This design comes from an exercise in tuning for a short achievable clock period and few clock cycles on the open sky130 flow, not from production work.
The RTL was checked by simulation tests, not by an equivalence proof against the original design.
Power figures rest on the tool's default switching activity, not on a simulated workload.

// riscv_core
module riscv_core #(
    parameter XLEN = 32
) (
    input logic clk,
    input logic rst,
    output logic [XLEN-1:0] i_adr,
    output logic i_stb,
    input logic [XLEN-1:0] i_dat_r,
    input logic i_ack,
    output logic [XLEN-1:0] d_adr,
    output logic [XLEN-1:0] d_dat_w,
    output logic [XLEN/8-1:0] d_sel,
    output logic d_we,
    output logic d_stb,
    input logic [XLEN-1:0] d_dat_r,
    input logic d_ack
);
Size: about 6800 cells after synthesis, roughly 1800 flip-flops.
Settings: LEC_CHECK=0, ABC_CLOCK_PERIOD_IN_PS=3000, CAP_MARGIN=20, CORE_MARGIN=2, CORE_UTILIZATION=40, PLACE_DENSITY=0.6, SLEW_MARGIN=20; clock period 10.0 ns.
standard.sh (not shown) runs the stock make flow with config.mk's settings and CLKGATE_MAP_FILE= SYNTH_SCRIPT=/design/flow/synth_recipe.tcl, a recipe that flattens the netlist after the stock synthesis.
==> flow/flow/run.sh <==
#!/bin/bash
set -e
export SETUP_SLACK_MARGIN=7
bash standard.sh > standard.log 2>&1
Testbench counts at the start, summed over its fixed seeds: cycles 23,244.
==> next run, changes <==
--- a/flow/design.v
+++ b/flow/design.v
@@ -116,64 +116,71 @@
     assign br_d   = d_branch & !b_next_d;
     assign pred_d = br_d & (ir_d[31] | hit_d);
     logic [31:0] r1_d, r2_d;
     always_comb begin
         r1_d = (rs1_d == 5'd0) ? 32'd0 : rf[rs1_d];
         r2_d = (rs2_d == 5'd0) ? 32'd0 : rf[rs2_d];
         if (wb_wr && wb_rd == rs1_d) r1_d = wb_res;
         if (wb_wr && wb_rd == rs2_d) r2_d = wb_res;
     end
     logic f1_m, f1_w, f2_m, f2_w;
-    logic [31:0] res, wbv;
+    logic [31:0] res, wbv, r1_f, r2_f;
     assign f1_m = ex_wr && !ex_load && ex_rd == rs1_d;
     assign f1_w = mem_wr && mem_rd == rs1_d;
     assign f2_m = ex_wr && !ex_load && ex_rd == rs2_d;
     assign f2_w = mem_wr && mem_rd == rs2_d;
+    always_comb begin
+        r1_f = f1_m ? res : (f1_w ? mem_res : r1_d);
+        r2_f = f2_m ? res : (f2_w ? mem_res : r2_d);
+    end
     logic ld_stall;
     assign ld_stall = v_d && ex_load && ex_wr &&
                       ((use1_d && ex_rd == rs1_d) || (use2_d && ex_rd == rs2_d));
-    logic b_rs2_d;
-    logic [31:0] b_d, sd_d, imm_d;
+    logic a_rs1_d, b_rs2_d;
+    logic [31:0] a_d, b_d, sd_d, imm_d;
     logic ld1_d, ld2_d;         
     logic [31:0] ld_v;
-    assign ld1_d = f1_w && mem_load;
-    assign ld2_d = f2_w && mem_load;
+    assign ld1_d = a_rs1_d && !f1_m && f1_w && mem_load;
+    assign ld2_d = !f2_m && f2_w && mem_load;
+    assign a_rs1_d = !(d_lui | d_auipc);
     assign b_rs2_d = d_op | d_branch;
-    logic [31:0] a_o, b_o, sd_o;
-    logic fa_m, fb_m;
-    assign fa_m = f1_m;
-    assign fb_m = b_rs2_d && f2_m;
     always_comb begin
-        if (d_store) imm_d = imm_s;
+        if (d_lui | d_auipc) imm_d = imm_u;
+        else if (d_store) imm_d = imm_s;
         else imm_d = imm_i;
-        a_o = ld1_d ? ld_v : (f1_w ? mem_res : r1_d);
-        sd_o = ld2_d ? ld_v : (f2_w ? mem_res : r2_d);
-        b_o = b_rs2_d ? sd_o : imm_d;
-        b_d = fb_m ? res : b_o;
-        sd_d = f2_m ? res : sd_o;
+        if (d_lui) a_d = 32'd0;
+        else if (d_auipc) a_d = {pc_d, 2'b00};
+        else a_d = r1_f;
+        b_d = b_rs2_d ? r2_f : imm_d;
+        sd_d = r2_f;
+        if (ld1_d) a_d = ld_v;
+        if (ld2_d) begin
+            sd_d = ld_v;
+            if (b_rs2_d) b_d = ld_v;
+        end
     end
     logic s_sum, s_slt, s_sltu, s_xor, s_or, s_and, s_sll, s_sr, inv_d, arith_d, s_link;
     always_comb begin
         s_sum = 0; s_slt = 0; s_sltu = 0; s_xor = 0; s_or = 0; s_and = 0;
         s_sll = 0; s_sr = 0; inv_d = 0; arith_d = ir_d[30]; s_link = 0;
         if (d_op | d_opimm) begin
             case (f3_d)
             3'b000: begin s_sum = 1; inv_d = d_op & ir_d[30]; end
             3'b001: s_sll = 1;
             3'b010: s_slt = 1;
             3'b011: s_sltu = 1;
             3'b100: s_xor = 1;
             3'b101: s_sr = 1;
             3'b110: s_or = 1;
             default: s_and = 1;
             endcase
-        end else if (d_jal | d_jalr | d_auipc | d_lui) begin
+        end else if (d_jal | d_jalr | d_auipc) begin
             s_link = 1;
         end else if (d_branch) begin
         end else begin
             s_sum = 1;
         end
     end
     logic c_eq, c_ne, c_lt, c_ge, c_ltu, c_geu;
     always_comb begin
         c_eq = 0; c_ne = 0; c_lt = 0; c_ge = 0; c_ltu = 0; c_geu = 0;
         case (f3_d)
@@ -196,26 +203,22 @@
     logic fuse_d;
     logic [31:2] jtgt_d;
     logic [31:0] jsum_d;
     assign fuse_d = d_jalr && ex_auipc && ex_rd == rs1_d;
     assign jsum_d = ex_link + imm_i;
     assign jtgt_d = jsum_d[31:2];
     assign take_d = d_jal || pred_d || fuse_d;
     assign nx_d = fuse_d ? jtgt_d : (take_d ? tgt_d : pc4_d);
     assign hit_d = hitf_d && (hi_d == pc_d[31:14]);
     assign id_redirect = v_d && !ld_stall && (hitf_d ? !(hit_d && take_d) : take_d);
-    logic [31:0] link_d;    
-    always_comb begin
-        if (d_lui) link_d = imm_u;
-        else if (d_auipc) link_d = {pc_d[31:12] + ir_d[31:12], pc_d[11:2], 2'b00};
-        else link_d = {pc4_d, 2'b00};
-    end
+    logic [31:0] link_d;
+    assign link_d = d_auipc ? {pc_d[31:12] + ir_d[31:12], pc_d[11:2], 2'b00} : {pc4_d, 2'b00};
     localparam NBTB = 4;
     localparam BW = 2;    
     logic [NBTB-1:0] btb_v;
     logic [31:2] btb_tag [NBTB];
     logic [31:2] btb_tgt [NBTB];
     logic [BW-1:0] btb_ptr;
     logic btb_hit;
     logic [31:2] btb_t;
     logic [BW-1:0] btb_idx;
     logic [31:14] btb_hi;
@@ -326,21 +329,21 @@
             ex_c_lt   <= id_ok & br_d & c_lt;
             ex_c_ge   <= id_ok & br_d & c_ge;
             ex_c_ltu  <= id_ok & br_d & c_ltu;
             ex_c_geu  <= id_ok & br_d & c_geu;
             ex_jalr   <= id_ok & d_jalr & !fuse_d;
             ex_auipc  <= id_ok & d_auipc & wr_d;
         end
         begin
             ex_rd    <= rd_d;
             ex_f3    <= f3_d;
-            ex_a     <= fa_m ? (inv_d ? ~res : res) : (inv_d ? ~a_o : a_o);    
+            ex_a     <= inv_d ? ~a_d : a_d;    
             ex_b     <= b_d;
             ex_sd    <= sd_d;
             ex_link  <= link_d;
             ex_pc    <= pc_d;
             ex_idx   <= idx_d;
             ex_alt   <= pred_d ? pc4_d : tgt_d;
             ex_inv   <= inv_d;
             ex_s_sum <= s_sum;
             ex_s_slt <= s_slt;
             ex_s_sltu <= s_sltu;
=> Maximum frequency rises by 1.3%. Hold slack got worse by 0.027 ns. Total power rises by 6.3%. Worst setup slack improved by 0.049 ns. Sequential share of layout area falls by 0.42 points. Clock-buffer cell count rises by 6. Final cell count rises by 0.95%.
Testbench counts after the change, summed over its fixed seeds: cycles 23,244.

==> separate check: timing with driven ports <==
In the flow no input, the clock included, has a driving cell. The finished layouts below were timed again as built, in two steps.
Step 1 (the two cells are an assumption about what drives the block):
set clk [get_ports {clk}]
set_driving_cell -lib_cell sky130_fd_sc_hd__clkbuf_16 $clk
set_driving_cell -lib_cell sky130_fd_sc_hd__buf_2 [delete_from_list [all_inputs] $clk]
Step 2 also shifts input and output timing later by t, the mid clock arrival at the registers, as if the neighbouring blocks saw the same clock.
Three values: no drivers, after step 1, after step 2; two values: the first two.
run	t (ns)	setup WS [ns]	worst data-port slew with drivers (ns)
the first run	0.946	6.081 / 6.081 / 5.547	0.16
the second run	0.958	6.130 / 6.130 / 5.584	0.08
After both steps every run listed still meets setup and hold. For the second run, which loses most, drivers alone change the setup slack by 0.000 ns; drivers and shift together by -0.546 ns.
